From an optimization exercise on the open Yosys and OpenROAD flow, aimed at small area, a short achievable clock period and few clock cycles; shortcuts taken in it are not production practice.
Where RTL was checked, it was by simulation tests only, not by an equivalence proof against the original.

==> inputs of exp/violet <==
// projeto
module projeto(
    input ck,
    input inicio,
    input rst,
    input [15:0] X,
    input [15:0] A,
    input [15:0] B,
    input [15:0] C,
    output pronto,
    output overflow,
    output [15:0] resultado
);
==> module projeto, before the edit <==
module projeto(
    input ck,
    input inicio,
    input rst,
    input [15:0] X,
    input [15:0] A,
    input [15:0] B,
    input [15:0] C,
    output pronto,
    output overflow,
    output [15:0] resultado
);
    reg busy, pr, ov, qh;
    reg [15:0] qa, qb;
    reg [3:0] ql;
    wire [16:0] v = ~(qa + qb + 17'd1);
    wire vo = ov | qh | (|ql) | v[16];
    wire [15:0] m;       
    wire [15:0] kn = ~(busy ? C : B);
    wire [15:0] ra, rb;
    wire [14:0] cn;
    mac u(.a(A), .v(v[15:0]), .sel(busy), .m(m), .x(X), .kn(kn), .ra(ra), .rb(rb), .cn(cn));
    reg hi;
    integer i;
    always @(*) begin
        hi = 1'b0;
        for (i = 1; i < 16; i = i + 1)
            hi = hi | (m[i] & (|(X >> (16 - i))));
    end
    wire po = ~&cn[8:0];
    wire [3:0] pl = {~(cn[9] & cn[10]), ~(cn[11] & cn[12]), ~cn[13], ~cn[14]};
    always @(posedge ck) begin
        qa <= ra;
        qb <= rb;
        qh <= hi;
        ql <= pl;
        ov <= po | (busy & vo);
        if (rst) begin
            busy <= 1'b0;
            pr   <= 1'b0;
        end else begin
            busy <= ~busy & inicio;
            pr   <= busy;
        end
    end
    assign pronto = pr;
    assign resultado = v[15:0];
    assign overflow = vo;
endmodule
==> flow/config.mk <==
export PLATFORM = sky130hd
export DESIGN_NAME = projeto
export DESIGN_NICKNAME = projeto
export VERILOG_FILES = /design/flow/design.v
export SDC_FILE = /design/flow/constraint.sdc
export NUM_CORES = 4
export LEC_CHECK = 0
export CAP_MARGIN = 20
export CORE_MARGIN = 2
export CORE_UTILIZATION = 60
export CTS_BUF_LIST = sky130_fd_sc_hd__clkbuf_4 sky130_fd_sc_hd__clkbuf_8
export SETUP_SLACK_MARGIN = 3.8
export SLEW_MARGIN = 20
==> flow/constraint.sdc <==
create_clock -name core_clock -period 9.5 [get_ports {ck}]
set_input_delay 1.9000 -clock core_clock [delete_from_list [all_inputs] [get_ports {ck}]]
set_output_delay 1.9000 -clock core_clock [all_outputs]
set_load 0.01 [all_outputs]
standard.sh (not shown) runs the stock make flow with config.mk's settings and CLKGATE_MAP_FILE= SYNTH_SCRIPT=/design/flow/synth_recipe.tcl, a recipe that flattens the netlist after the stock synthesis.
==> flow/flow/run.sh <==
#!/bin/bash
# The standard layout (standard.sh) with these changes:
#  - the multiply-add tree, module mac, is laid out from flow/mac_cells.v, the
#    same circuit as mac in rtl/ula.v built from cells by hand (both are
#    generated by gen/mkhand.py), so that its partial products are single
#    NAND gates feeding full-adder cells of inverted polarity;
#  - synthesis skips Yosys's early "abc -fast" (SYNTH_ARGS=-noabc);
#  - port buffers use the smallest buffer.
# Registers and their names are those of the standard synthesis.
set -euo pipefail
export SYNTH_ARGS="-noabc"
export BUFFER_PORTS_ARGS="-buffer_cell sky130_fd_sc_hd__buf_1"
# design.v with module mac replaced by the cell-level one
awk '/^module mac\(/ {skip = 1} !skip {print} skip && /^endmodule/ {skip = 0}' design.v > design_cells.v
grep -q '^module mac(' design_cells.v && { echo "module mac still in design_cells.v"; exit 1; }
cat flow/mac_cells.v >> design_cells.v
sed "s#CLKGATE_MAP_FILE= #CLKGATE_MAP_FILE= VERILOG_FILES=$PWD/design_cells.v #" standard.sh > standard_cells.sh
grep -q "VERILOG_FILES=$PWD/design_cells.v" standard_cells.sh
bash standard_cells.sh > standard.log 2>&1
Other scripts of this flow, unchanged in this note and not shown: flow/flow/mac_cells.v
==> exp/cedar: changes against exp/violet <==
--- a/flow/design.v
+++ b/flow/design.v
@@ -402,11 +402,11 @@
     output overflow,
     output [15:0] resultado
 );
-    reg busy, pr, ov, qh;
+    reg busy, pr, ov;
     reg [15:0] qa, qb;
-    reg [3:0] ql;
+    reg [1:0] ql;
     wire [16:0] v = ~(qa + qb + 17'd1);
-    wire vo = ov | qh | (|ql) | v[16];
+    wire vo = ov | (|ql) | v[16];
     wire [15:0] m;       
     wire [15:0] kn = ~(busy ? C : B);
     wire [15:0] ra, rb;
@@ -419,12 +419,11 @@
         for (i = 1; i < 16; i = i + 1)
             hi = hi | (m[i] & (|(X >> (16 - i))));
     end
-    wire po = ~&cn[8:0];
-    wire [3:0] pl = {~(cn[9] & cn[10]), ~(cn[11] & cn[12]), ~cn[13], ~cn[14]};
+    wire po = hi | ~&cn[11:0];
+    wire [1:0] pl = {~(cn[12] & cn[13]), ~cn[14]};
     always @(posedge ck) begin
         qa <= ra;
         qb <= rb;
-        qh <= hi;
         ql <= pl;
         ov <= po | (busy & vo);
         if (rst) begin
- SETUP_SLACK_MARGIN: 3.8 -> 4.0
==> flow_summary.toml <==
[synthesis]
synth_top_cells_by_area = "fa_1, nand2_1, dfxtp_1"
synth_compound_area_share_pct = 3.999
synthSimpleGateAreaFrac_pct = 16.81
ys_top_cells_by_count = "nand2_1, fa_1, buf_4, dfxtp_1, mux2i_1"
syn_inst = 438
synth_area_sq_um = 4599

[outcome]
status = "complete, no violations"

[setup_path]
reg2reg_depth = 12

[finish]
regArea_sq_um = 521.8
clk_share_pct = 1.421
multi_input_cells = 377

[routing]
routed-wl-met3_mm = 1.053

[timing]
period_share_pct = 56.99
-- figures above: exp/cedar

==> flow_summary.toml <==
[finish]
regArea_sq_um = 581.8
multi_input_cells = 398
clk_share_pct = 1.696
seq_cells = 29

[timing]
period_share_pct = 58.61
tns_ps = 0

[synthesis]
synth_compound_area_share_pct = 4.627
synth_area_sq_um = 4760
synth_top_cells_by_area = "fa_1, dfxtp_1, nand2_1"
ys_top_cells_by_count = "nand2_1, fa_1, dfxtp_1, buf_4"

[setup_path]
reg2reg_depth = 15

[outcome]
status = "complete, no violations"

[routing]
routed-wl-met3_mm = 1.126

[floorplanning]
core_area_sq_um = 7687
-- figures above: exp/violet

Testbench counts of exp/cedar, summed over its fixed seeds: cycles 4,800.
No functional check of the RTL was part of exp/violet.

==> port drivers added, routing unchanged <==
The flow's constraints put no driver on any port. The routed layouts listed below were extracted and timed again, unchanged, in two steps. Step 1: set_driving_cell puts a clkbuf_16 on ck and a buf_2 on each other input, an assumption about the parent block. Step 2, shift: input delay + t, output delay - t, t = (earliest + latest rising clock arrival at the registers) / 2. This alone moves slack from input paths to output paths. a / b / c = no drivers / after step 1 / after step 2; a / b = the first two.
| run | shift t [ns] | setup WS [ns] | hold WS [ns] |
|---|---|---|---|
| exp/violet | 0.317 | 3.932 / 3.933 / 3.616 | 0.630 / 0.630 / 0.630 |
| exp/cedar | 0.307 | 4.086 / 4.080 / 3.772 | 0.631 / 0.631 / 0.631 |
After both steps setup and hold are still met in every run listed. The setup slack of exp/violet, which loses most, moves by +0.001 ns with the drivers and by -0.316 ns with both steps.
